Context: an optimization exercise on an open-source flow, tuned for small area, a short achievable clock period and few clock cycles. The choices shown serve that exercise and are no tape-out recipe. In this exercise RTL edits were held to simulation tests only and were not proved equivalent to the original. Power is estimated from default activity; no workload was simulated.

File: run.sh
#!/bin/bash
# synth_recipe.tcl (not shown) runs the flow's synth.tcl, then flattens the netlist and writes it again
# the make line also repeats each setting of config.mk as NAME=value (left out here)
make -C /OpenROAD-flow-scripts/flow DESIGN_CONFIG=/design/flow/config.mk WORK_HOME=/design/flow/orfs CLKGATE_MAP_FILE= SYNTH_SCRIPT=/design/flow/synth_recipe.tcl finish
File: config.mk
export PLATFORM = sky130hd
export DESIGN_NAME = router
export DESIGN_NICKNAME = router
export VERILOG_FILES = /design/flow/design.v
export SDC_FILE = /design/flow/constraint.sdc
export NUM_CORES = 4
export LEC_CHECK = 0
export CAP_MARGIN = 20
export CORE_MARGIN = 2
export CORE_UTILIZATION = 40
export SETUP_SLACK_MARGIN = 3.6
export SLEW_MARGIN = 20
File: constraint.sdc
create_clock -name core_clock -period 6.5 [get_ports {clk}]
set_input_delay 1.3000 -clock core_clock [delete_from_list [all_inputs] [get_ports {clk}]]
set_output_delay 1.3000 -clock core_clock [all_outputs]
set_load 0.01 [all_outputs]
File: design.v
module shadow (
        idata_0, ivalid_0, ivch_0,
        idata_1, ivalid_1, ivch_1,
        idata_2, ivalid_2, ivch_2,
        idata_3, ivalid_3, ivch_3,
        idata_4, ivalid_4, ivch_4,
        iack_0, ilck_0,
        iack_1, ilck_1,
        iack_2, ilck_2,
        iack_3, ilck_3,
        iack_4, ilck_4,
        oack_0, olck_0,
        oack_1, olck_1,
        oack_2, olck_2,
        oack_3, olck_3,
        oack_4, olck_4,
        my_xpos, my_ypos,
        clk, rst_
);
input   [34:0] idata_0, idata_1, idata_2, idata_3, idata_4;
input              ivalid_0, ivalid_1, ivalid_2, ivalid_3, ivalid_4;
input   [0:0]  ivch_0, ivch_1, ivch_2, ivch_3, ivch_4;
input   [1:0]   iack_0, iack_1, iack_2, iack_3, iack_4;
input   [1:0]   ilck_0, ilck_1, ilck_2, ilck_3, ilck_4;
output  [1:0]   oack_0, oack_1, oack_2, oack_3, oack_4;
output  [1:0]   olck_0, olck_1, olck_2, olck_3, olck_4;
input [1:0]  my_xpos, my_ypos;
input              clk, rst_;
wire [34:0] idata [0:4];
wire        ivalid[0:4];
wire        ivch  [0:4];
wire [1:0]  iack  [0:4];
wire [1:0]  ilck  [0:4];
assign idata[0] = idata_0; assign ivalid[0] = ivalid_0; assign ivch[0] = ivch_0;
assign idata[1] = idata_1; assign ivalid[1] = ivalid_1; assign ivch[1] = ivch_1;
assign idata[2] = idata_2; assign ivalid[2] = ivalid_2; assign ivch[2] = ivch_2;
assign idata[3] = idata_3; assign ivalid[3] = ivalid_3; assign ivch[3] = ivch_3;
assign idata[4] = idata_4; assign ivalid[4] = ivalid_4; assign ivch[4] = ivch_4;
assign iack[0] = iack_0; assign iack[1] = iack_1; assign iack[2] = iack_2;
assign iack[3] = iack_3; assign iack[4] = iack_4;
assign ilck[0] = ilck_0; assign ilck[1] = ilck_1; assign ilck[2] = ilck_2;
assign ilck[3] = ilck_3; assign ilck[4] = ilck_4;
reg  [5:0]  ram   [0:49];        
reg  [5:0]  frr   [0:9];         
reg  [9:0]  ne, bh, bt;          
reg  [2:0]  wr_a  [0:9];
reg  [2:0]  rd_a  [0:9];
reg  [1:0]  state [0:9];
reg  [9:0]  send;
reg  [9:0]  lk;                  
reg  [9:0]  req;
reg  [4:0]  port1 [0:9];         
reg  [4:0]  frh   [0:9];         
reg  [9:0]  ovch1;
reg  [1:0]  vlast [0:4];
reg  [4:0]  mlast [0:4];
reg  [4:0]  oval;
reg  [4:0]  ovc;
reg  [1:0]  olk   [0:4];
reg  [3:0]  cnt0  [0:4];
reg  [3:0]  cnt1  [0:4];
wire [1:0]  irdy  [0:4];
wire [4:0]  mgrt  [0:4];         
wire [4:0]  cvalid;              
wire [4:0]  cvch;
wire [9:0]  vreq;
wire [4:0]  vport [0:9];         
wire [9:0]  vovch;
wire [9:0]  vval;                
wire [1:0]  vsel  [0:4];
wire [4:0]  preq;
wire [4:0]  pport [0:4];         
wire [4:0]  pval;
wire [4:0]  pvch;
genvar p, v, q, e;
generate
for (p = 0; p < 5; p = p + 1) begin : g_p
        wire [2:0] ty   = idata[p][34:32];
        wire [1:0] dx   = idata[p][1:0];
        wire [1:0] dy   = idata[p][3:2];
        wire [2:0] rt   = ( dx == my_xpos && dy == my_ypos ) ? 4 :
                          ( dx > my_xpos ) ? 1 :
                          ( dx < my_xpos ) ? 3 :
                          ( dy > my_ypos ) ? 2 : 0;
        wire [5:0] tag  = {ty == 3'b001 || ty == 3'b011,
                           ty == 3'b010 || ty == 3'b011,
                           idata[p][8], rt};
        for (v = 0; v < 2; v = v + 1) begin : g_v
                localparam k = p*2 + v;
                wire       wr_en = ivch[p] == v ? ivalid[p] : 1'b0;
                wire       rd_en = send[k];
                wire       full  = ne[k] && wr_a[k] == rd_a[k];
                wire       empty = ~ne[k];
                wire       set   = (~full | rd_en) & wr_en;
                wire       rd    = ~empty & rd_en;
                wire [2:0] rd_n  = rd ? ((rd_a[k] == 4) ? 3'd0 : rd_a[k] + 3'd1) : rd_a[k];
                wire [5:0] fr    = frr[k];
                wire [2:0] wr_n  = set ? ((wr_a[k] == 4) ? 3'd0 : wr_a[k] + 3'd1) : wr_a[k];
                wire       nen   = set | (ne[k] & ~(rd & rd_n == wr_a[k]));
                wire [5:0] rn    = (set && wr_a[k] == rd_n) ? tag :
                                   rd_n == 0 ? ram[k*5]   :
                                   rd_n == 1 ? ram[k*5+1] :
                                   rd_n == 2 ? ram[k*5+2] :
                                   rd_n == 3 ? ram[k*5+3] : ram[k*5+4];
                always @ (posedge clk) begin
                        frr[k] <= rn;
                        frh[k] <= 5'b00001 << rn[2:0];
                end
                wire       bhead = bh[k];
                wire       btail = bt[k];
                always @ (posedge clk) begin
                        if (rst_ == 1'b0)
                                wr_a[k] <= 0;
                        else
                                wr_a[k] <= wr_n;
                end
                always @ (posedge clk) begin
                        if (rst_ == 1'b0)
                                rd_a[k] <= 0;
                        else
                                rd_a[k] <= rd_n;
                end
                always @ (posedge clk) begin
                        if (rst_ == 1'b0) begin
                                ne[k]    <= 0;
                                bh[k]    <= 0;
                                bt[k]    <= 0;
                        end else begin
                                ne[k]    <= nen;
                                bh[k]    <= nen && rn[5];
                                bt[k]    <= nen && rn[4];
                        end
                end
                for (e = 0; e < 5; e = e + 1) begin : g_e
                        always @ (posedge clk)
                                if (set && wr_a[k] == e)
                                        ram[k*5+e] <= tag;
                end
                assign vport[k] = bhead ? frh[k] : port1[k];
                assign vovch[k] = bhead ? fr[3]   : ovch1[k];
                always @ (posedge clk) begin
                        if (rst_ == 1'b0) begin
                                port1[k] <= 5'b00001;
                                ovch1[k] <= 0;
                        end else if (bhead) begin
                                port1[k] <= frh[k];
                                ovch1[k] <= fr[3];
                        end
                end
                wire lck = olk[0][vovch[k]] && vport[k][0] ||
                           olk[1][vovch[k]] && vport[k][1] ||
                           olk[2][vovch[k]] && vport[k][2] ||
                           olk[3][vovch[k]] && vport[k][3] ||
                           olk[4][vovch[k]] && vport[k][4];
                wire rdy = irdy[0][vovch[k]] && vport[k][0] ||
                           irdy[1][vovch[k]] && vport[k][1] ||
                           irdy[2][vovch[k]] && vport[k][2] ||
                           irdy[3][vovch[k]] && vport[k][3] ||
                           irdy[4][vovch[k]] && vport[k][4];
                wire g   = vsel[p][v] && (
                           mgrt[0][p] && vport[k][0] ||
                           mgrt[1][p] && vport[k][1] ||
                           mgrt[2][p] && vport[k][2] ||
                           mgrt[3][p] && vport[k][3] ||
                           mgrt[4][p] && vport[k][4] );
                always @ (posedge clk) begin
                        if (rst_ == 1'b0) begin
                                state[k] <= 2'b00;
                                lk[k]    <= 0;
                                send[k]  <= 0;
                                req[k]   <= 0;
                        end else begin
                                case (state[k])
                                2'b00: begin
                                        if (bhead) begin
                                                state[k] <= 2'b01;
                                                lk[k]    <= 1;
                                                send[k]  <= 0;
                                                req[k]   <= 1;
                                        end
                                end
                                2'b01: begin
                                        if (lck)
                                                req[k] <= 0;
                                        if (!g)
                                                req[k] <= 1;
                                        if (rdy && g) begin
                                                state[k] <= 2'b10;
                                                send[k]  <= 1;
                                                req[k]   <= 1;
                                        end
                                end
                                2'b10: begin
                                        if (btail) begin
                                                state[k] <= 2'b00;
                                                lk[k]    <= 0;
                                                send[k]  <= 0;
                                                req[k]   <= 0;
                                        end
                                end
                                endcase
                        end
                end
                assign vreq[k] = req[k];
                assign vval[k] = send[k] & ~empty;
        end
        wire [1:0] hold = vlast[p] & {req[p*2+1], req[p*2]};
        wire       anyh = |hold;
        assign vsel[p]  = {anyh ? hold[1] : (!req[p*2] & req[p*2+1]),
                           anyh ? hold[0] : req[p*2]};
        always @ (posedge clk) begin
                if (rst_ == 1'b0)
                        vlast[p] <= 2'b00;
                else
                        vlast[p] <= vsel[p];
        end
        assign preq[p]  = req[p*2] | req[p*2+1];
        assign pval[p]  = vval[p*2] | vval[p*2+1];
        assign pvch[p]  = vlast[p][0] ? vovch[p*2] : vlast[p][1] ? vovch[p*2+1] : 1'b0;
        assign pport[p] = vsel[p][0] ? vport[p*2] : vport[p*2+1];
end
for (q = 0; q < 5; q = q + 1) begin : g_q
        wire [4:0] r    = {preq[4] & pport[4][q], preq[3] & pport[3][q],
                           preq[2] & pport[2][q], preq[1] & pport[1][q],
                           preq[0] & pport[0][q]};
        wire [4:0] hold = mlast[q] & r;
        wire [4:0] a    = {r[4] & r[3:0] == 0, r[3] & r[2:0] == 0,
                           r[2] & r[1:0] == 0, r[1] & ~r[0], r[0]};
        assign mgrt[q]  = |hold ? hold : a;
        always @ (posedge clk) begin
                if (rst_ == 1'b0)
                        mlast[q] <= 5'b0;
                else
                        mlast[q] <= mgrt[q];
        end
        wire [4:0] s = mlast[q];
        assign cvalid[q] = (s == 5'b00001) ? pval[0] :
                           (s == 5'b00010) ? pval[1] :
                           (s == 5'b00100) ? pval[2] :
                           (s == 5'b01000) ? pval[3] :
                           (s == 5'b10000) ? pval[4] : 1'b0;
        assign cvch[q]   = (s == 5'b00001) ? pvch[0] :
                           (s == 5'b00010) ? pvch[1] :
                           (s == 5'b00100) ? pvch[2] :
                           (s == 5'b01000) ? pvch[3] :
                           (s == 5'b10000) ? pvch[4] : 1'b0;
        always @ (posedge clk) begin
                if (rst_ == 1'b0) begin
                        oval[q] <= 0;
                        ovc[q]  <= 0;
                end else if (cvalid[q]) begin
                        oval[q] <= 1;
                        ovc[q]  <= cvch[q];
                end else if (oval[q]) begin
                        oval[q] <= 0;
                        ovc[q]  <= 0;
                end
        end
        always @ (posedge clk) begin
                if (rst_ == 1'b0)
                        olk[q][0] <= 0;
                else if ((cvalid[q] && cvch[q] == 0) || (oval[q] && ovc[q] == 0))
                        olk[q][0] <= 1;
                else if (olk[q][0] && ~ilck[q][0])
                        olk[q][0] <= 0;
        end
        always @ (posedge clk) begin
                if (rst_ == 1'b0)
                        olk[q][1] <= 0;
                else if ((cvalid[q] && cvch[q] == 1) || (oval[q] && ovc[q] == 1))
                        olk[q][1] <= 1;
                else if (olk[q][1] && ~ilck[q][1])
                        olk[q][1] <= 0;
        end
        assign irdy[q][0] = ((5 - cnt0[q]) >= 5) ? 1'b1 : 1'b0;
        assign irdy[q][1] = ((5 - cnt1[q]) >= 5) ? 1'b1 : 1'b0;
        always @ (posedge clk) begin
                if (rst_ == 1'b0)
                        cnt0[q] <= 0;
                else if (iack[q][0] && ~(cvalid[q] && cvch[q] == 0) && cnt0[q] != 0)
                        cnt0[q] <= cnt0[q] - 1;
                else if (~iack[q][0] && (cvalid[q] && cvch[q] == 0))
                        cnt0[q] <= cnt0[q] + 1;
        end
        always @ (posedge clk) begin
                if (rst_ == 1'b0)
                        cnt1[q] <= 0;
                else if (iack[q][1] && ~(cvalid[q] && cvch[q] == 1) && cnt1[q] != 0)
                        cnt1[q] <= cnt1[q] - 1;
                else if (~iack[q][1] && (cvalid[q] && cvch[q] == 1))
                        cnt1[q] <= cnt1[q] + 1;
        end
end
endgenerate
assign oack_0 = send[1:0]; assign olck_0 = lk[1:0];
assign oack_1 = send[3:2]; assign olck_1 = lk[3:2];
assign oack_2 = send[5:4]; assign olck_2 = lk[5:4];
assign oack_3 = send[7:6]; assign olck_3 = lk[7:6];
assign oack_4 = send[9:8]; assign olck_4 = lk[9:8];
endmodule
module router (
        idata_0, ivalid_0, ivch_0, oack_0, ordy_0, olck_0,
        idata_1, ivalid_1, ivch_1, oack_1, ordy_1, olck_1,
        idata_2, ivalid_2, ivch_2, oack_2, ordy_2, olck_2,
        idata_3, ivalid_3, ivch_3, oack_3, ordy_3, olck_3,
        idata_4, ivalid_4, ivch_4, oack_4, ordy_4, olck_4,
        odata_0, ovalid_0, ovch_0, iack_0, ilck_0,
        odata_1, ovalid_1, ovch_1, iack_1, ilck_1,
        odata_2, ovalid_2, ovch_2, iack_2, ilck_2,
        odata_3, ovalid_3, ovch_3, iack_3, ilck_3,
        odata_4, ovalid_4, ovch_4, iack_4, ilck_4,
        my_xpos, my_ypos,
        clk, rst_
);
parameter       ROUTERID = 0;
input   [34:0] idata_0;
input              ivalid_0;
input   [0:0]  ivch_0;
output  [1:0]   oack_0;
output  [1:0]   ordy_0;
output  [1:0]   olck_0;
input   [34:0] idata_1;
input              ivalid_1;
input   [0:0]  ivch_1;
output  [1:0]   oack_1;
output  [1:0]   ordy_1;
output  [1:0]   olck_1;
input   [34:0] idata_2;
input              ivalid_2;
input   [0:0]  ivch_2;
output  [1:0]   oack_2;
output  [1:0]   ordy_2;
output  [1:0]   olck_2;
input   [34:0] idata_3;
input              ivalid_3;
input   [0:0]  ivch_3;
output  [1:0]   oack_3;
output  [1:0]   ordy_3;
output  [1:0]   olck_3;
input   [34:0] idata_4;
input              ivalid_4;
input   [0:0]  ivch_4;
output  [1:0]   oack_4;
output  [1:0]   ordy_4;
output  [1:0]   olck_4;
output  [34:0] odata_0;
output             ovalid_0;
output  [0:0]  ovch_0;
input   [1:0]   iack_0;
input   [1:0]   ilck_0;
output  [34:0] odata_1;
output             ovalid_1;
output  [0:0]  ovch_1;
input   [1:0]   iack_1;
input   [1:0]   ilck_1;
output  [34:0] odata_2;
output             ovalid_2;
output  [0:0]  ovch_2;
input   [1:0]   iack_2;
input   [1:0]   ilck_2;
output  [34:0] odata_3;
output             ovalid_3;
output  [0:0]  ovch_3;
input   [1:0]   iack_3;
input   [1:0]   ilck_3;
output  [34:0] odata_4;
output             ovalid_4;
output  [0:0]  ovch_4;
input   [1:0]   iack_4;
input   [1:0]   ilck_4;
input [1:0]  my_xpos;
input [1:0]  my_ypos;
input    clk;
input    rst_;
wire [34:0] idata [0:4];
wire        ivalid[0:4];
wire        ivch  [0:4];
wire [1:0]  iack  [0:4];
reg  [34:0] odata [0:4];
reg         ovalid[0:4];
reg         ovch  [0:4];
wire [1:0]  ordy  [0:4];
assign idata[0] = idata_0; assign ivalid[0] = ivalid_0; assign ivch[0] = ivch_0; assign iack[0] = iack_0;
assign idata[1] = idata_1; assign ivalid[1] = ivalid_1; assign ivch[1] = ivch_1; assign iack[1] = iack_1;
assign idata[2] = idata_2; assign ivalid[2] = ivalid_2; assign ivch[2] = ivch_2; assign iack[2] = iack_2;
assign idata[3] = idata_3; assign ivalid[3] = ivalid_3; assign ivch[3] = ivch_3; assign iack[3] = iack_3;
assign idata[4] = idata_4; assign ivalid[4] = ivalid_4; assign ivch[4] = ivch_4; assign iack[4] = iack_4;
assign odata_0 = odata[0]; assign ovalid_0 = ovalid[0]; assign ovch_0 = ovch[0];
assign odata_1 = odata[1]; assign ovalid_1 = ovalid[1]; assign ovch_1 = ovch[1];
assign odata_2 = odata[2]; assign ovalid_2 = ovalid[2]; assign ovch_2 = ovch[2];
assign odata_3 = odata[3]; assign ovalid_3 = ovalid[3]; assign ovch_3 = ovch[3];
assign odata_4 = odata[4]; assign ovalid_4 = ovalid[4]; assign ovch_4 = ovch[4];
assign ordy_0 = ordy[0]; assign ordy_1 = ordy[1]; assign ordy_2 = ordy[2];
assign ordy_3 = ordy[3]; assign ordy_4 = ordy[4];
shadow sh (
        .idata_0(idata_0), .ivalid_0(ivalid_0), .ivch_0(ivch_0),
        .idata_1(idata_1), .ivalid_1(ivalid_1), .ivch_1(ivch_1),
        .idata_2(idata_2), .ivalid_2(ivalid_2), .ivch_2(ivch_2),
        .idata_3(idata_3), .ivalid_3(ivalid_3), .ivch_3(ivch_3),
        .idata_4(idata_4), .ivalid_4(ivalid_4), .ivch_4(ivch_4),
        .iack_0(iack_0), .ilck_0(ilck_0),
        .iack_1(iack_1), .ilck_1(ilck_1),
        .iack_2(iack_2), .ilck_2(ilck_2),
        .iack_3(iack_3), .ilck_3(ilck_3),
        .iack_4(iack_4), .ilck_4(ilck_4),
        .oack_0(oack_0), .olck_0(olck_0),
        .oack_1(oack_1), .olck_1(olck_1),
        .oack_2(oack_2), .olck_2(olck_2),
        .oack_3(oack_3), .olck_3(olck_3),
        .oack_4(oack_4), .olck_4(olck_4),
        .my_xpos(my_xpos), .my_ypos(my_ypos),
        .clk(clk), .rst_(rst_)
);
reg  [31:0] mem  [0:24];         
reg  [2:0]  wptr [0:4];          
reg  [2:0]  rptr [0:4];          
reg  [4:0]  rsel [0:4];          
reg  [4:0]  wsel [0:4];          
reg         tseen[0:4];          
reg  [2:0]  tpos [0:4];          
reg  [4:0]  tg0  [0:4];          
reg  [4:0]  tg1  [0:4];          
reg  [4:0]  bav;                 
wire [4:0]  nh0  [0:4];          
wire [4:0]  nh1  [0:4];          
reg         pref [0:4];          
reg  [4:0]  avr, hwr, lstr;      
reg  [1:0]  rdyr [0:4];          
wire [34:0] front[0:4];          
wire [4:0]  av;                  
wire [4:0]  hw;                  
wire [4:0]  last;                
wire [4:0]  gnt;                 
reg  [2:0]  cnt  [0:9];          
reg  [9:0]  oz, cz, co;          
reg  [9:0]  hok;                 
reg  [4:0]  cand [0:9];          
reg  [4:0]  mj;                  
reg  [4:0]  hrr  [0:4];          
wire [4:0]  grt  [0:4];          
function [4:0] ffs5;
        input [4:0] x;
        ffs5 = {x[4] & ~(x[3] | x[2] | x[1] | x[0]),
                x[3] & ~(x[2] | x[1] | x[0]),
                x[2] & ~(x[1] | x[0]),
                x[1] & ~x[0],
                x[0]};
endfunction
function [4:0] rrpick;
        input [4:0] r;
        input [4:0] s;
        reg   [4:0] m, hi;
        begin
                m  = {s[4] | s[3] | s[2] | s[1] | s[0],
                      s[3] | s[2] | s[1] | s[0],
                      s[2] | s[1] | s[0],
                      s[1] | s[0],
                      s[0]};
                hi = r & m;
                rrpick = (hi != 0) ? ffs5(hi) : ffs5(r);
        end
endfunction
genvar p, q, i;
generate
for (p = 0; p < 5; p = p + 1) begin : g_in
        wire [2:0] ty = idata[p][34:32];
        wire       itail = (ty == 3'b010 || ty == 3'b011);
        wire [1:0] dx = idata[p][1:0];
        wire [1:0] dy = idata[p][3:2];
        wire [4:0] route = (dx == my_xpos && dy == my_ypos) ? 5'b10000 :
                           (dx > my_xpos) ? 5'b00010 :
                           (dx < my_xpos) ? 5'b01000 :
                           (dy > my_ypos) ? 5'b00100 : 5'b00001;
        wire       empty = (wptr[p] == 0);
        wire       nhd   = ivalid[p] && empty;
        assign nh0[p] = (nhd && !idata[p][8]) ? route : 5'b0;
        assign nh1[p] = (nhd &&  idata[p][8]) ? route : 5'b0;
        assign front[p][31:0] = ({32{rsel[p][0]}} & mem[p*5])   | ({32{rsel[p][1]}} & mem[p*5+1]) |
                                ({32{rsel[p][2]}} & mem[p*5+2]) | ({32{rsel[p][3]}} & mem[p*5+3]) |
                                ({32{rsel[p][4]}} & mem[p*5+4]);
        assign front[p][34:32] = {~rsel[p][0] & ~lstr[p], lstr[p], rsel[p][0]};
        assign av[p]    = avr[p];
        assign hw[p]    = hwr[p];
        assign last[p]  = lstr[p];
        assign gnt[p]   = grt[0][p] | grt[1][p] | grt[2][p] | grt[3][p] | grt[4][p];
        assign ordy[p]  = rdyr[p];
        for (i = 0; i < 5; i = i + 1) begin : g_mem
                always @ (posedge clk)
                        if (ivalid[p] && wsel[p][i])
                                mem[p*5+i] <= idata[p][31:0];
        end
        wire       fin    = gnt[p] && lstr[p];
        wire [2:0] wn     = wptr[p] + ivalid[p];
        wire       tsn    = tseen[p] | (ivalid[p] & itail);
        wire [2:0] tpn    = (ivalid[p] & itail) ? wptr[p] : tpos[p];
        wire [2:0] r1     = rptr[p] + 1;
        wire       av0    = wn != rptr[p];
        wire       av1    = wn != r1;
        wire       lst0   = tsn && rptr[p] == tpn;
        wire       lst1   = tsn && r1 == tpn;
        wire       hw0    = av0 && rptr[p] == 0;
        wire       mt     = (empty && !ivalid[p]) || fin;
        wire       pn     = (ivalid[p] && empty) ? ~ivch[p] : empty ? ~pref[p] : pref[p];
        always @ (posedge clk) begin
                if (rst_ == 1'b0) begin
                        wptr[p]  <= 0;
                        rptr[p]  <= 0;
                        rsel[p]  <= 5'b00001;
                        wsel[p]  <= 5'b00001;
                        tseen[p] <= 0;
                        pref[p]  <= 0;
                        avr[p]   <= 0;
                        hwr[p]   <= 0;
                        lstr[p]  <= 0;
                        bav[p]   <= 0;
                        rdyr[p]  <= 2'b01;
                end else begin
                        if (fin) begin
                                wptr[p]  <= 0;
                                rptr[p]  <= 0;
                                rsel[p]  <= 5'b00001;
                                wsel[p]  <= 5'b00001;
                                tseen[p] <= 0;
                                avr[p]   <= 0;
                                hwr[p]   <= 0;
                                lstr[p]  <= 0;
                                bav[p]   <= 0;
                        end else if (gnt[p]) begin
                                wptr[p]  <= wn;
                                rptr[p]  <= r1;
                                rsel[p]  <= {rsel[p][3:0], 1'b0};
                                if (ivalid[p])
                                        wsel[p] <= {wsel[p][3:0], 1'b0};
                                tseen[p] <= tsn;
                                avr[p]   <= av1;
                                bav[p]   <= av1;
                                hwr[p]   <= 0;
                                lstr[p]  <= lst1;
                        end else begin
                                wptr[p]  <= wn;
                                if (ivalid[p])
                                        wsel[p] <= {wsel[p][3:0], 1'b0};
                                tseen[p] <= tsn;
                                avr[p]   <= av0;
                                bav[p]   <= av0 & ~rsel[p][0];
                                hwr[p]   <= hw0;
                                lstr[p]  <= lst0;
                        end
                        pref[p] <= pn;
                        rdyr[p] <= mt ? {pn, ~pn} : 2'b00;
                end
        end
        always @ (posedge clk) begin
                tpos[p] <= tpn;
                if (ivalid[p] && empty) begin
                        tg0[p] <= idata[p][8] ? 5'b0 : route;
                        tg1[p] <= idata[p][8] ? route : 5'b0;
                end
        end
end
for (q = 0; q < 5; q = q + 1) begin : g_out
        wire [4:0] t0  = {tg0[4][q], tg0[3][q], tg0[2][q], tg0[1][q], tg0[0][q]};
        wire [4:0] t1  = {tg1[4][q], tg1[3][q], tg1[2][q], tg1[1][q], tg1[0][q]};
        wire [4:0] h0  = hw & t0;
        wire [4:0] h1  = hw & t1;
        wire [4:0] h0n = h0 | {nh0[4][q], nh0[3][q], nh0[2][q], nh0[1][q], nh0[0][q]};
        wire [4:0] h1n = h1 | {nh1[4][q], nh1[3][q], nh1[2][q], nh1[1][q], nh1[0][q]};
        wire [2:0] n0  = h0[0] + h0[1] + h0[2] + h0[3] + h0[4];
        wire [2:0] n1  = h1[0] + h1[1] + h1[2] + h1[3] + h1[4];
        wire [4:0] act = {~rsel[4][0], ~rsel[3][0], ~rsel[2][0], ~rsel[1][0], ~rsel[0][0]};
        wire [4:0] own0 = act & t0;
        wire [4:0] own1 = act & t1;
        wire       b0  = (bav & t0) != 0;
        wire       b1  = (bav & t1) != 0;
        wire       s0  = b0 | (hok[q*2]   & (cz[q*2]   | (co[q*2]   & iack[q][0])));
        wire       s1  = b1 | (hok[q*2+1] & (cz[q*2+1] | (co[q*2+1] & iack[q][1])));
        wire       vs  = mj[q] ? s1 : !s0;
        wire       gv  = s0 | s1;
        wire       bv  = vs ? b1 : b0;
        wire [4:0] g   = !gv ? 5'b0 : vs ? (b1 ? own1 : cand[q*2+1]) :
                                            (b0 ? own0 : cand[q*2]);
        assign grt[q]  = g;
        wire       gl  = (g & last) != 0;
        wire [34:0] gd = ({35{g[0]}} & front[0]) | ({35{g[1]}} & front[1]) |
                         ({35{g[2]}} & front[2]) | ({35{g[3]}} & front[3]) |
                         ({35{g[4]}} & front[4]);
        always @ (posedge clk) begin
                odata[q] <= gd;
                ovch[q]  <= vs;
                cand[q*2]   <= rrpick(h0n, hrr[q]);
                cand[q*2+1] <= rrpick(h1n, hrr[q]);
                mj[q]       <= (n1 > n0) || (n1 == n0 && b1);
        end
        always @ (posedge clk) begin
                if (rst_ == 1'b0) begin
                        ovalid[q] <= 0;
                        hrr[q]    <= 5'b00001;
                end else begin
                        ovalid[q] <= gv;
                        if (gv && !bv)
                                hrr[q] <= {g[3:0], g[4]};
                end
        end
        for (i = 0; i < 2; i = i + 1) begin : g_w
                wire       sent = gv && vs == i;
                wire       hdv  = (i ? h1n : h0n) != 0;
                wire       dec  = iack[q][i] && !cz[q*2+i];
                wire [2:0] cn   = cnt[q*2+i] + sent - dec;
                always @ (posedge clk) begin
                        if (rst_ == 1'b0) begin
                                cnt[q*2+i] <= 0;
                                cz[q*2+i]  <= 1;
                                co[q*2+i]  <= 0;
                                oz[q*2+i]  <= 1;
                                hok[q*2+i] <= 0;
                        end else begin
                                cnt[q*2+i] <= cn;
                                cz[q*2+i]  <= cn == 0;
                                co[q*2+i]  <= cn == 1;
                                if (sent) begin
                                        oz[q*2+i]  <= gl;
                                        hok[q*2+i] <= bv && gl && hdv;
                                end else
                                        hok[q*2+i] <= oz[q*2+i] && hdv;
                        end
                end
        end
end
endgenerate
endmodule
==> summary.txt, run 1 <==
highest attainable clock frequency 0.289 GHz; Synth Cell Area 0.0852 mm^2; largest clock skew in the final design 0.0782 ns; die extent in y 466 um; count of antenna-violating nets left after detailed routing 0; Static Leakage 41.6 nW; number of antenna violations at the first check in global routing 46; crit path setup slack, layout 3.04 ns; cts bufs inserted 205; Final Wtd Congestion 0.978; Gate Count Post-Synth 7,148; Detailed Routing Iterations Pass 1 12; capturing element type of the critical path register; peak ir drop on the vdd network 321 uV; number of vias per cell 6.03; min cycle time layout 3.46 ns; most utilized layer in the global route result met2; GR Layer Usage met3 6.43%; MaxCap Viol Count 0; worst-path maximum fanout 37; number of setup violations in the final report 0; Starting Density 40.2%; sequential element share of the synthesized area 59.6%; largest net degree at the start of global routing 106; number of port buffers 425; worst min path class reg -> reg; critical path data arrival time 4.25 ns; slew margin rel. 18.9%; share of post-route cells with drive strength above 1 25.0%; Worst-Skew Late Latency 0.91 ns; buffers and inverters on the worst path 5; asr flop ratio synth 0%; average cell area after synthesis 11.9 um^2; core box area 0.212 mm^2; kind of start point of the critical path register; number of enable-type register cells in the synthesized netlist 1,150; pre-CTS setup slack 1.02 ns; dominant cell type by area after synthesis edfxtp_1; per-cell routed wire length 28.2 um; clock input transition at the sequential cells of the worst setup and hold paths 0.06 ns; share of Yosys cell area claimed by the top area cell type 40.5%; Die Wd 466 um; overall power of the completed layout 0.0428 W; number of violations reported at the end of detailed-routing iteration 0 9,075; number of global-route vias before repair 63,411; most frequent cell on the critical path buf_12; CTS Hold Buffers Added 0; Cell variety after synth 91; slowest stage delay, CP 0.38 ns; TritonCTS clock tree done; Setup TNS 0 ns; number of warnings reported in the yosys synthesis log 31; Least-Margin Pin Slew 1.22 ns; total length of routed wires 312,000 um; Max Transition Viols Final 0; Tcrit/Tclk final 53.3%; vias post-DR 66,610; prevailing post-synth register cell edfxtp_1; count of clock tree sinks 1,960; synthesis-to-layout area growth 29.2%; global routing usage on met2 42.3%; total grt overflow 0; most frequent cells in the layout edfxtp_1 (1,150), dfxtp_1 (660), nor2_1 (518); crit path kind reg -> reg; Critical Path, Cell by Cell buf_12 > a222oi_1 > buf_4 > o211ai_1 > o21ai_4 > o22ai_4 > buf_12 > or2_4 > nor4_4 > buf_6 > buf_12 > mux2i_4 > xnor2_1 > nor4b_2; post-detail-place hpwl 203,000 um; final net count 8,505; post-synth net total 7,624; WP data required 7.29 ns; wire length of the first global-routing pass 435,000 um; count of H-tree levels built during CTS 4; status finished clean; category of cells accounting for the largest share of critical-path delay buffers and inverters; synthesis-stage register bit count 1,960; cell types with the largest area share after synthesis edfxtp_1 (41%), dfxtp_1 (19%), a222oi_1 (3.9%), ha_1 (3.3%), mux2i_1 (3.2%); number of remaining DRC errors 0; full die area 0.217 mm^2; final hold viol count 0; clk root buf clkbuf_16; I/O pins 426; most common cell after layout, fill and taps aside edfxtp_1; global-route usage over all layers 27.1%; Hold Slack 0.449 ns; cell area power density 389 mW/mm^2; RSZ-0062 raised after global routing true; buffer depth of the longest clock path 3; number of core rows 169; met1 track demand over resource in global routing 34.4%; library cell contributing the largest single delay on the critical path a222oi_1
-- per-layer routing --
metal	vias up	part of all wire, %	wire, um
li1	29128	-	-
met1	32805	39	120000
met2	3704	45	140000
met3	943	9.6	30100
met4	30	6.8	21100
met5	-	0.062	192
-- metrics by stage --
stage / instance area, um^2 / utilization [%] / cells
2_1_floorplan: 86500 / - / 7148
3_3_place_gp: 94000 / 44.4 / 10187
3_5_place_dp: 94000 / 44.4 / 10191
4_1_cts: 106000 / 50.1 / 10860
5_1_grt: 110000 / 51.9 / 11033
6_report: 110000 / 52.0 / 11048
-- logic make-up after synthesis --
group | after synthesis | share of synthesized area, %
mux | 378 | 4.73
xor+xnor | 167 | 1.73
buf+inv | 791 | 3.64
fa+ha+maj | 265 | 4.24
flops | 1960 | 59.6
simple gates | 1745 | 9.81
compound gates | 1842 | 16.3
-- worst reg2reg max path: stages (launching register included) --
cell      delay [ns]
dfxtp_4         0.36
buf_12          0.14
a222oi_1        0.38
buf_4           0.25
o211ai_1        0.19
o21ai_4         0.19
o22ai_4         0.12
buf_12          0.18
or2_4           0.37
nor4_4          0.29
buf_6           0.19
buf_12          0.12
mux2i_4         0.26
xnor2_1         0.10
nor4b_2         0.24
-- worst paths after layout --
kind                            slack (ns)  depth (start not counted)          to  startpoint
worst min-delay path                  0.45                          1  wsel[0][0]  wsel[0][0]
worst max register to register        3.04                         14     lstr[0]      bav[3]
worst max-delay path                  3.04                         14     lstr[0]      bav[3]
worst min register to register        0.45                          1  wsel[0][0]  wsel[0][0]
-- sequential cells by signal, summed over array words and instances, names as in the netlist, 30 cells and up --
signal,count
cand,50
mem,800
sh.frh,50
sh.port1,50
sh.ram,300
sh.wr_a,30
odata,175
cnt,30
sh.rd_a,30
-- final cells by class --
type	instances	area, um^2
multi-input combinational	4399	36300
tap	2821	3530
clock buffer	273	5710
fill	17967	102000
clock inverter	117	1370
timing repair buffer	1050	10400
antenna	15	37.5
sequential	1960	51100
inverter	413	1660
-- cell usage after synthesis, drive strengths merged (26+ instances only) --
library cell     n
buf             72
nor2           593
fa              40
and3            91
clkbuf         306
nand2          452
a31oi           61
o21ai          227
inv            411
a21o            52
mux2i          274
a21oi          312
and2            97
a221oi          95
o221ai         155
ha             225
nor3b           30
edfxtp        1150
xnor2          105
xor2            62
or2             26
a22oi          152
a211oi          68
nor3            93
mux2            94
dfxtp          810
nor2b          115
a21boi          32
nand3           86
nand2b          55
a222oi         335
o22ai           53
o211ai          77
-- report_power, final --
| part | switching [W] | total (W) | internal (W) |
|---|---|---|---|
| logic | 0.00861 | 0.0147 | 0.00612 |
| clock network | 0.00524 | 0.0122 | 0.00694 |
| registers | 0.00134 | 0.0159 | 0.0145 |
-- what timing repair did --
item                                    4_1_cts  5_1_grt
buffers inserted                            261      159
pin swaps                                   196      260
cloned                                       18       12
gates resized for setup                    1089      589
endpoints found under the setup margin     1071      446
Testbench counts, summed over its fixed seeds: cycles 8,100.
==> run 2, diff against run 1 <==
--- a/design.v
+++ b/design.v
@@ -40,8 +40,8 @@
 assign iack[3] = iack_3; assign iack[4] = iack_4;
 assign ilck[0] = ilck_0; assign ilck[1] = ilck_1; assign ilck[2] = ilck_2;
 assign ilck[3] = ilck_3; assign ilck[4] = ilck_4;
-reg  [5:0]  ram   [0:49];        
-reg  [5:0]  frr   [0:9];         
+reg  [4:0]  ram   [0:49];        
+reg  [4:0]  frr   [0:9];         
 reg  [9:0]  ne, bh, bt;          
 reg  [2:0]  wr_a  [0:9];
 reg  [2:0]  rd_a  [0:9];
@@ -82,9 +82,9 @@
                           ( dx > my_xpos ) ? 1 :
                           ( dx < my_xpos ) ? 3 :
                           ( dy > my_ypos ) ? 2 : 0;
-        wire [5:0] tag  = {ty == 3'b001 || ty == 3'b011,
-                           ty == 3'b010 || ty == 3'b011,
-                           idata[p][8], rt};
+        wire       hd   = ty == 3'b001 || ty == 3'b011;
+        wire [4:0] tag  = {ty == 3'b010 || ty == 3'b011,
+                           idata[p][8], hd ? rt : 3'd7};
         for (v = 0; v < 2; v = v + 1) begin : g_v
                 localparam k = p*2 + v;
                 wire       wr_en = ivch[p] == v ? ivalid[p] : 1'b0;
@@ -94,10 +94,10 @@
                 wire       set   = (~full | rd_en) & wr_en;
                 wire       rd    = ~empty & rd_en;
                 wire [2:0] rd_n  = rd ? ((rd_a[k] == 4) ? 3'd0 : rd_a[k] + 3'd1) : rd_a[k];
-                wire [5:0] fr    = frr[k];
+                wire [4:0] fr    = frr[k];
                 wire [2:0] wr_n  = set ? ((wr_a[k] == 4) ? 3'd0 : wr_a[k] + 3'd1) : wr_a[k];
                 wire       nen   = set | (ne[k] & ~(rd & rd_n == wr_a[k]));
-                wire [5:0] rn    = (set && wr_a[k] == rd_n) ? tag :
+                wire [4:0] rn    = (set && wr_a[k] == rd_n) ? tag :
                                    rd_n == 0 ? ram[k*5]   :
                                    rd_n == 1 ? ram[k*5+1] :
                                    rd_n == 2 ? ram[k*5+2] :
@@ -127,7 +127,7 @@
                                 bt[k]    <= 0;
                         end else begin
                                 ne[k]    <= nen;
-                                bh[k]    <= nen && rn[5];
+                                bh[k]    <= nen && rn[2:0] != 3'd7;
                                 bt[k]    <= nen && rn[4];
                         end
                 end
@@ -412,12 +412,9 @@
         .clk(clk), .rst_(rst_)
 );
 reg  [31:0] mem  [0:24];         
-reg  [2:0]  wptr [0:4];          
-reg  [2:0]  rptr [0:4];          
 reg  [4:0]  rsel [0:4];          
 reg  [4:0]  wsel [0:4];          
-reg         tseen[0:4];          
-reg  [2:0]  tpos [0:4];          
+reg  [4:0]  tsel [0:4];          
 reg  [4:0]  tg0  [0:4];          
 reg  [4:0]  tg1  [0:4];          
 reg  [4:0]  bav;                 
@@ -471,7 +468,7 @@
                            (dx > my_xpos) ? 5'b00010 :
                            (dx < my_xpos) ? 5'b01000 :
                            (dy > my_ypos) ? 5'b00100 : 5'b00001;
-        wire       empty = (wptr[p] == 0);
+        wire       empty = wsel[p][0];
         wire       nhd   = ivalid[p] && empty;
         assign nh0[p] = (nhd && !idata[p][8]) ? route : 5'b0;
         assign nh1[p] = (nhd &&  idata[p][8]) ? route : 5'b0;
@@ -490,24 +487,21 @@
                                 mem[p*5+i] <= idata[p][31:0];
         end
         wire       fin    = gnt[p] && lstr[p];
-        wire [2:0] wn     = wptr[p] + ivalid[p];
-        wire       tsn    = tseen[p] | (ivalid[p] & itail);
-        wire [2:0] tpn    = (ivalid[p] & itail) ? wptr[p] : tpos[p];
-        wire [2:0] r1     = rptr[p] + 1;
-        wire       av0    = wn != rptr[p];
-        wire       av1    = wn != r1;
-        wire       lst0   = tsn && rptr[p] == tpn;
-        wire       lst1   = tsn && r1 == tpn;
-        wire       hw0    = av0 && rptr[p] == 0;
+        wire [4:0] wsn    = ivalid[p] ? {wsel[p][3:0], 1'b0} : wsel[p];
+        wire [4:0] r1     = {rsel[p][3:0], 1'b0};
+        wire [4:0] tsn    = (ivalid[p] & itail) ? wsel[p] : tsel[p];
+        wire       av0    = wsn != rsel[p];
+        wire       av1    = wsn != r1;
+        wire       lst0   = (rsel[p] & tsn) != 0;
+        wire       lst1   = (r1 & tsn) != 0;
+        wire       hw0    = av0 && rsel[p][0];
         wire       mt     = (empty && !ivalid[p]) || fin;
         wire       pn     = (ivalid[p] && empty) ? ~ivch[p] : empty ? ~pref[p] : pref[p];
         always @ (posedge clk) begin
                 if (rst_ == 1'b0) begin
-                        wptr[p]  <= 0;
-                        rptr[p]  <= 0;
                         rsel[p]  <= 5'b00001;
                         wsel[p]  <= 5'b00001;
-                        tseen[p] <= 0;
+                        tsel[p]  <= 5'b00000;
                         pref[p]  <= 0;
                         avr[p]   <= 0;
                         hwr[p]   <= 0;
@@ -516,31 +510,24 @@
                         rdyr[p]  <= 2'b01;
                 end else begin
                         if (fin) begin
-                                wptr[p]  <= 0;
-                                rptr[p]  <= 0;
                                 rsel[p]  <= 5'b00001;
                                 wsel[p]  <= 5'b00001;
-                                tseen[p] <= 0;
+                                tsel[p]  <= 5'b00000;
                                 avr[p]   <= 0;
                                 hwr[p]   <= 0;
                                 lstr[p]  <= 0;
                                 bav[p]   <= 0;
                         end else if (gnt[p]) begin
-                                wptr[p]  <= wn;
-                                rptr[p]  <= r1;
-                                rsel[p]  <= {rsel[p][3:0], 1'b0};
-                                if (ivalid[p])
-                                        wsel[p] <= {wsel[p][3:0], 1'b0};
-                                tseen[p] <= tsn;
+                                rsel[p]  <= r1;
+                                wsel[p]  <= wsn;
+                                tsel[p]  <= tsn;
                                 avr[p]   <= av1;
                                 bav[p]   <= av1;
                                 hwr[p]   <= 0;
                                 lstr[p]  <= lst1;
                         end else begin
-                                wptr[p]  <= wn;
-                                if (ivalid[p])
-                                        wsel[p] <= {wsel[p][3:0], 1'b0};
-                                tseen[p] <= tsn;
+                                wsel[p]  <= wsn;
+                                tsel[p]  <= tsn;
                                 avr[p]   <= av0;
                                 bav[p]   <= av0 & ~rsel[p][0];
                                 hwr[p]   <= hw0;
@@ -551,7 +538,6 @@
                 end
         end
         always @ (posedge clk) begin
-                tpos[p] <= tpn;
                 if (ivalid[p] && empty) begin
                         tg0[p] <= idata[p][8] ? 5'b0 : route;
                         tg1[p] <= idata[p][8] ? route : 5'b0;
--- a/config.mk
+++ b/config.mk
@@ -7,6 +7,6 @@
 export LEC_CHECK = 0
 export CAP_MARGIN = 20
 export CORE_MARGIN = 2
-export CORE_UTILIZATION = 40
-export SETUP_SLACK_MARGIN = 3.6
+export CORE_UTILIZATION = 35
+export SETUP_SLACK_MARGIN = 3.3
 export SLEW_MARGIN = 20
==> run 2 against run 1 <==
Register-to-register slack improved by 0.19 ns. Count of clock-buffer cells in the layout decreased by 24. Final cell count decreased by 1.7%. Still clean. Die area increased by 9.9%. Largest cell class unchanged. Via count decreased by 4.2%. Wire length decreased by 4.7%.
==> summary.txt, run 2 <==
status finished clean; cts bufs inserted 192 (-6.3%); average cell area after synthesis 11.9 um^2 (-0.29%); Starting Density 35.2% (-5.0 points); WP data required 7.12 ns (-0.17 ns); global-route usage over all layers 23.9% (-3.3 points); sequential element share of the synthesized area 59.4% (-0.12 points); Worst R2R Start tg0[1][2]; total grt overflow 0 (unchanged); most common cell after layout, fill and taps aside edfxtp_1; Final Wtd Congestion 0.976 (-0.20%); number of placed instances with taps included 10,252 (+0.60%); cell types with the largest area share after synthesis edfxtp_1 (40%), dfxtp_1 (19%), a222oi_1 (4.0%), ha_1 (3.1%), mux2i_1 (3.0%); min cycle time layout 3.28 ns (-0.187 ns); number of warnings reported in the yosys synthesis log 28 (-9.7%); die extent in y 488 um (+4.8%); Least-Margin Pin Slew 1.26 ns (+0.0477 ns); number of vias per cell 5.87 (-2.6%); clk root buf clkbuf_16; total length of routed wires 297,000 um (-4.7%); Tcrit/Tclk final 50.4% (-2.9 points); dominant cell type by area after synthesis edfxtp_1; number of setup violations in the final report 0 (unchanged); Hold Crit Start rsel[2][4]; kind of start point of the critical path register; Gate Count Post-Synth 6,900 (-3.5%); number of core rows 177 (+4.7%); number of enable-type register cells in the synthesized netlist 1,100 (-4.3%); MaxCap Viol Count 0 (unchanged); cell area power density 388 mW/mm^2 (about the same); vias post-DR 63,801 (-4.2%); Final Cell Area 0.102 mm^2 (-7.8%); count of clock tree sinks 1,885 (-3.8%); number of violations reported at the end of detailed-routing iteration 0 9,604 (+5.8%); core box area 0.233 mm^2 (+9.9%); register with the most flip-flops mem; top cells by instance count after synthesis edfxtp_1 (1,100), dfxtp_1 (785), nor2_1 (544), nand2_1 (487), inv_1 (379); flip-flop count of the largest register after layout 800 (unchanged); Detailed Routing Iterations Pass 1 14 (+2); post-synth net total 7,356 (-3.5%); capturing element type of the critical path register; per-cell routed wire length 27.4 um (-3.1%); largest registers mem x800, sh.ram x250, odata x175; share of Yosys cell area claimed by the top area cell type 40.3% (-0.25 points); Max Transition Viols Final 0 (unchanged); share of post-route cells with drive strength above 1 17.6% (-7.4 points); I/O pins 426 (unchanged); count of H-tree levels built during CTS 4 (unchanged); slew margin rel. 15.8% (-3.1 points); Static Leakage 37.6 nW (-9.7%); post-detail-place hpwl 203,000 um (about the same); critical path data arrival time 3.90 ns (-0.35 ns); final net count 7,991 (-6.0%); full die area 0.238 mm^2 (+9.9%); RSZ-0062 raised after global routing true; peak ir drop on the vdd network 258 uV (-20%); count of placed standard cells in the final layout, fillers left out 10,862 (-1.7%); cell with the most instances after synthesis edfxtp_1; highest attainable clock frequency 0.305 GHz (+5.7%); number of global-route vias before repair 60,423 (-4.7%); wire length of the first global-routing pass 420,000 um (-3.5%); TritonCTS clock tree done; Cell variety after synth 94 (+3.3%); number of remaining DRC errors 0 (unchanged); final core occ 43.6% (-8.3 points); synthesis-to-layout area growth 23.8%; largest net degree at the start of global routing 125 (+18%); Placed Instance Area 0.0906 mm^2 (-3.7%); minimum setup slack among reg-to-reg paths 3.22 ns (+0.19 ns); synthesis-stage register bit count 1,885 (-3.8%); worst min path class reg -> reg; overall power of the completed layout 0.0394 W (-7.9%); final hold viol count 0 (unchanged); number of antenna violations at the first check in global routing 67 (+46%); Setup TNS 0 ns (unchanged); buffer depth of the longest clock path 3 (unchanged); worst-path maximum fanout 36 (-2.7%); largest clock skew in the final design 0.0662 ns (-0.0120 ns); Die Wd 488 um (+4.8%); crit path kind reg -> reg; count of antenna-violating nets left after detailed routing 0 (unchanged); asr flop ratio synth 0% (unchanged); Synth Cell Area 0.0820 mm^2 (-3.7%); Worst-Skew Late Latency 0.88 ns (-0.03 ns); startpoint of the worst setup timing path tg0[1][2]; most frequent cells in the layout edfxtp_1 (1,100), dfxtp_1 (641), nor2_1 (533); prevailing post-synth register cell edfxtp_1; clock input transition at the sequential cells of the worst setup and hold paths 0.07 ns (about the same); number of port buffers 425 (unchanged)
-- run 2: worst paths after layout --
check | cells after the start | endpoint
max reg2reg | 10 | odata[2][21]
min | 2 | rsel[2][4]
max | 10 | odata[2][21]
min reg2reg | 2 | rsel[2][4]
-- run 2: cell families after synthesis --
logic type	Yosys count	synth area share, %
DFF	1885	59.4
muxes	338	4.64
AOI/OAI and AO/OA	1797	16.6
xor gates and xnor gates	156	1.67
and+or+nand+nor	1736	10.1
buffers and inverters	743	3.49
adders and majority gates	245	4.10
-- run 2: metal layers --
| metal | GRT usage [%] | share of wire, % | wire length, um | vias up |
|---|---|---|---|---|
| met2 | 37.7 | 46 | 136000 | 3420 |
| li1 | - | - | - | 27947 |
| met1 | 30.2 | 39 | 115000 | 31559 |
| met3 | 5.94 | 9.7 | 28700 | 805 |
| met5 | 0 | 0.15 | 440 | - |
| met4 | 12.3 | 5.7 | 17000 | 70 |
-- run 2: report_power, final --
part / internal (W) / switching, W / total, W
sequential: 0.0139 / 0.00123 / 0.0151
clock: 0.00645 / 0.00502 / 0.0115
combinational: 0.00480 / 0.00802 / 0.0128
-- run 2: metrics by stage --
| stage | setup WS [ns] | hold WS [ns] |
|---|---|---|
| 2_1_floorplan | 3.15 | 0.436 |
| 3_3_place_gp | 1.29 | 0.441 |
| 3_5_place_dp | 1.23 | 0.453 |
| 4_1_cts | 3.13 | 0.462 |
| 5_1_grt | 3.04 | 0.490 |
| 6_report | 3.22 | 0.461 |
-- run 2: cell type report --
class                           instances  area, um^2
Clock inverter                        116        1330
Fill cell                           21316      131000
Sequential cell                      1885       49000
Clock buffer                          249        5270
Tap cell                             3132        3920
Inverter                              382        1480
Multi-Input combinational cell       4277       33000
Antenna cell                           24        60.1
Timing Repair Buffer                  797        7400
-- run 2: worst max-delay path, cell delays in order (launching register included) --
cell and delay [ns]:
edfxtp_1 0.50, a222oi_1 0.56, nand2_2 0.14, buf_6 0.17
a21o_1 0.19, nand2_4 0.12, buf_4 0.14, o22ai_4 0.09
clkbuf_8 0.28, a222oi_1 0.46, o221ai_2 0.33
-- run 2: repair_timing --
item | 4_1_cts | 5_1_grt
buffers inserted | 126 | 82
hold buffers | 0 | 0
endpoints found under the setup margin | 736 | 327
gates cloned | 6 | 5
gates resized for setup | 455 | 340
pin swaps | 63 | 96
Testbench counts of run 2, summed over its fixed seeds: cycles 8,100.
==> run 3, diff against run 2 <==
--- a/config.mk
+++ b/config.mk
@@ -7,6 +7,6 @@
 export LEC_CHECK = 0
 export CAP_MARGIN = 20
 export CORE_MARGIN = 2
-export CORE_UTILIZATION = 35
-export SETUP_SLACK_MARGIN = 3.3
+export CORE_UTILIZATION = 40
+export SETUP_SLACK_MARGIN = 3.6
 export SLEW_MARGIN = 20
==> run 3 against run 2 <==
Count of clock-buffer cells in the layout is 24 higher. Die area is 12% lower. First-iteration DRC count is 0.36% higher. Final cell count is 1.1% lower. Critical endpoint is now odata[4][6]. Non-clock buffer count is 326 higher. Worst hold slack better by 0.0070 ns.
==> summary.txt, run 3 <==
Least-Margin Pin Slew 1.44 ns (+0.176 ns); total grt overflow 0 (unchanged); Hold Crit Start oz[1]; share of post-route cells with drive strength above 1 25.5% (+7.8 points); count of clock tree sinks 1,885 (unchanged); number of port buffers 425 (unchanged); final net count 8,325 (+4.2%); count of H-tree levels built during CTS 4 (unchanged); post-synth net total 7,356 (unchanged); register with the most flip-flops mem; number of setup violations in the final report 0 (unchanged); per-cell routed wire length 28.8 um (+5.2%); number of core rows 166 (-6.2%); Starting Density 40.2% (+4.9 points); I/O pins 426 (unchanged); most frequent cell on the critical path buf_6; highest attainable clock frequency 0.308 GHz (+1.0%); clock input transition at the sequential cells of the worst setup and hold paths 0.07 ns (about the same); category of cells accounting for the largest share of critical-path delay compound AO/OA/AOI/OAI gates; Detailed Routing Iterations Pass 1 17 (+3); cell with the most instances after synthesis edfxtp_1; final hold viol count 0 (unchanged); buffer depth of the longest clock path 3 (unchanged); buffers and inverters on the worst path 8 (+5); asr flop ratio synth 0% (unchanged); startpoint of the worst setup timing path bav[1]; crit path kind reg -> reg; min cycle time layout 3.24 ns (-0.0327 ns); synthesis-stage register bit count 1,885 (unchanged); worst min path class reg -> reg; Final Cell Area 0.107 mm^2 (+5.7%); TritonCTS clock tree done; Synth Cell Area 0.0820 mm^2 (unchanged); fillers 17,322 (-19%); post-detail-place hpwl 200,000 um (-1.5%); Tcrit/Tclk final 49.9% (-0.50 points); Worst-Skew Late Latency 0.87 ns (about the same); worst-path maximum fanout 7 (-81%); synthesis-to-layout area growth 30.8%; largest clock skew in the final design 0.0504 ns (-0.0158 ns); Setup TNS 0 ns (unchanged); Final Wtd Congestion 0.961 (-1.6%); most frequent cells in the layout edfxtp_1 (1,100), dfxtp_1 (627), nor2_1 (507); largest registers mem x800, sh.ram x250, odata x175; wire length of the first global-routing pass 433,000 um (+3.0%); prevailing post-synth register cell edfxtp_1; share of Yosys cell area claimed by the top area cell type 40.3% (unchanged); number of remaining DRC errors 0 (unchanged); Placed Instance Area 0.0906 mm^2 (about the same); average cell area after synthesis 11.9 um^2 (unchanged); Gate Count Post-Synth 6,900 (unchanged); full die area 0.209 mm^2 (-12%); total length of routed wires 310,000 um (+4.1%); CTS Hold Buffers Added 0 (unchanged); critical path data arrival time 3.94 ns (+0.04 ns); RSZ-0062 raised after global routing true; Cell variety after synth 94 (unchanged); WP data required 7.20 ns (+0.08 ns); vias post-DR 65,637 (+2.9%); library cell contributing the largest single delay on the critical path a222oi_1; flip-flop count of the largest register after layout 800 (unchanged); number of antenna violations at the first check in global routing 52 (-22%); number of violations reported at the end of detailed-routing iteration 0 9,639 (+0.36%); number of vias per cell 6.11 (+4.0%); largest net degree at the start of global routing 113 (-9.6%); Static Leakage 40.6 nW (+8.2%); cell area power density 395 mW/mm^2 (+1.6%); core box area 0.204 mm^2 (-12%); cell types with the largest area share after synthesis edfxtp_1 (40%), dfxtp_1 (19%), a222oi_1 (4.0%), ha_1 (3.1%), mux2i_1 (3.0%); number of global-route vias before repair 62,614 (+3.6%); slew margin rel. 3.92% (-12 points); global-route usage over all layers 28.0% (+4.2 points); dominant cell type by area after synthesis edfxtp_1; top cells by instance count after synthesis edfxtp_1 (1,100), dfxtp_1 (785), nor2_1 (544), nand2_1 (487), inv_1 (379); capturing element type of the critical path register; sequential element share of the synthesized area 59.4% (unchanged); slowest stage delay, CP 0.43 ns (-0.13 ns); number of warnings reported in the yosys synthesis log 28 (unchanged); kind of start point of the critical path register; die extent in y 457 um (-6.4%); status finished clean; Critical Path, Cell by Cell buf_6 > buf_12 > a222oi_1 > buf_4 > o211ai_1 > buf_4 > o21ai_4 > buf_6 > o22ai_4 > buf_6 > buf_12 > buf_6 > a222oi_1 > o221ai_1; clk root buf clkbuf_16; Worst R2R Start bav[1]; final core occ 52.5% (+8.9 points); Die Wd 457 um (-6.4%); cts bufs inserted 198 (+3.1%); count of antenna-violating nets left after detailed routing 0 (unchanged); most common cell after layout, fill and taps aside edfxtp_1; Max Transition Viols Final 0 (unchanged); MaxCap Viol Count 0 (unchanged); peak ir drop on the vdd network 313 uV (+21%); number of enable-type register cells in the synthesized netlist 1,100 (unchanged)
==> run 3: cell count changes in the layout (fill, tap and decap cells not counted), moves of 26 or more <==
cell             delta
buf_6              +88
buf_12             +47
nor2_1             -26
dlygate4sd2_1     +123
a21oi_1            -33
clkdlybuf4s15_1    +28
clkdlybuf4s50_1   -180
buf_4             +164
==> run 3: worst reg2reg max path: cells and delay by family (launching register included) <==
family                 cells  cell delay, ns
buffers and inverters      8            1.27
DFF                        1            0.42
AOI/OAI and AO/OA          6            1.41
==> run 3: area by class of cell <==
cell class                 count  area (um^2)  area share, %
clock inverter                99         1210           1.13
timing repair inverter         1         5.00        0.00467
clock buffer                 273         5590           5.21
tap                         2688         3360           3.14
inverter                     382         1520           1.41
antenna                       17         42.5         0.0397
multi-input combinational   4278        35400           33.0
sequential                  1885        49100           45.8
timing repair buffer        1123        11000           10.3
==> run 3: per-stage QoR <==
step / std cells / hold slack (ns) / setup slack [ns] / total power (W)
4_1_cts: 10526 / 0.462 / 3.32 / 0.0405
2_1_floorplan: 6900 / 0.436 / 3.16 / 0.0217
3_3_place_gp: 9815 / 0.453 / 1.52 / 0.0264
3_5_place_dp: 9816 / 0.455 / 1.40 / 0.0265
6_report: 10746 / 0.468 / 3.26 / 0.0423
5_1_grt: 10729 / 0.501 / 3.22 / 0.0437
==> run 3: final timing paths <==
| path | endpoint | slack, ns | cells after the start |
|---|---|---|---|
| worst max-delay path | odata[4][6] | 3.26 | 14 |
| worst min-delay path | hok[1] | 0.47 | 2 |
| worst max register to register | odata[4][6] | 3.26 | 14 |
| worst min register to register | hok[1] | 0.47 | 2 |
==> run 3: where the power goes <==
| part | switching, W | leakage (nW) | internal, W |
|---|---|---|---|
| clock | 0.00497 | 3.28 | 0.00678 |
| sequential | 0.00128 | 16.6 | 0.0139 |
| combinational | 0.00909 | 20.8 | 0.00629 |
==> run 3: routing by layer <==
layer | up-vias | track usage, % | wire (um)
met4 | 30 | 15.8 | 20600
li1 | 28584 | - | -
met5 | - | 0 | 196
met3 | 943 | 6.60 | 30600
met2 | 3726 | 44.5 | 141000
met1 | 32354 | 35.1 | 117000
==> run 3: cells by family after synthesis <==
group | Yosys count | share of synthesized area, %
DFF | 1885 | 59.4
AOI/OAI and AO/OA | 1797 | 16.6
and+or+nand+nor | 1736 | 10.1
buffers and inverters | 743 | 3.49
muxes | 338 | 4.64
adders and majority gates | 245 | 4.10
xor gates and xnor gates | 156 | 1.67
==> run 3: timing repair <==
item | 4_1_cts | 5_1_grt
cloned | 29 | 13
gates resized for setup | 1173 | 471
setup endpoints to repair | 1060 | 481
setup buffers | 309 | 187
pin swaps | 247 | 281

-- what the ideal ports hide --
In the flow no input, the clock included, has a driving cell. The finished layouts below were timed again as built, in two steps. Step 1 (the two cells are an assumption about what drives the block):
set clk [get_ports {clk}]
set_driving_cell -lib_cell sky130_fd_sc_hd__clkbuf_16 $clk
set_driving_cell -lib_cell sky130_fd_sc_hd__buf_2 [delete_from_list [all_inputs] $clk]
Step 2 also shifts input and output timing later by t, the mid clock arrival at the registers, as if the neighbouring blocks saw the same clock. Three values: no drivers, after step 1, after step 2; two values: the first two.
run | shift t [ns] | slack for setup (ns) | hold slack, ns | worst setup path after step 2 | worst data-port slew with drivers (ns)
run 1 | 0.964 | 3.037 / 3.037 / 2.193 | 0.449 / 0.449 / 0.449 | input to register | 0.18
run 2 | 0.929 | 3.224 / 3.218 / 2.357 | 0.461 / 0.461 / 0.461 | input to register | 0.18
run 3 | 0.925 | 3.257 / 3.257 / 2.469 | 0.468 / 0.468 / 0.468 | input to register | 0.15
After both steps every run listed still meets setup and hold. The setup slack of run 2, which loses most, moves by -0.006 ns with the drivers and by -0.867 ns with both steps.
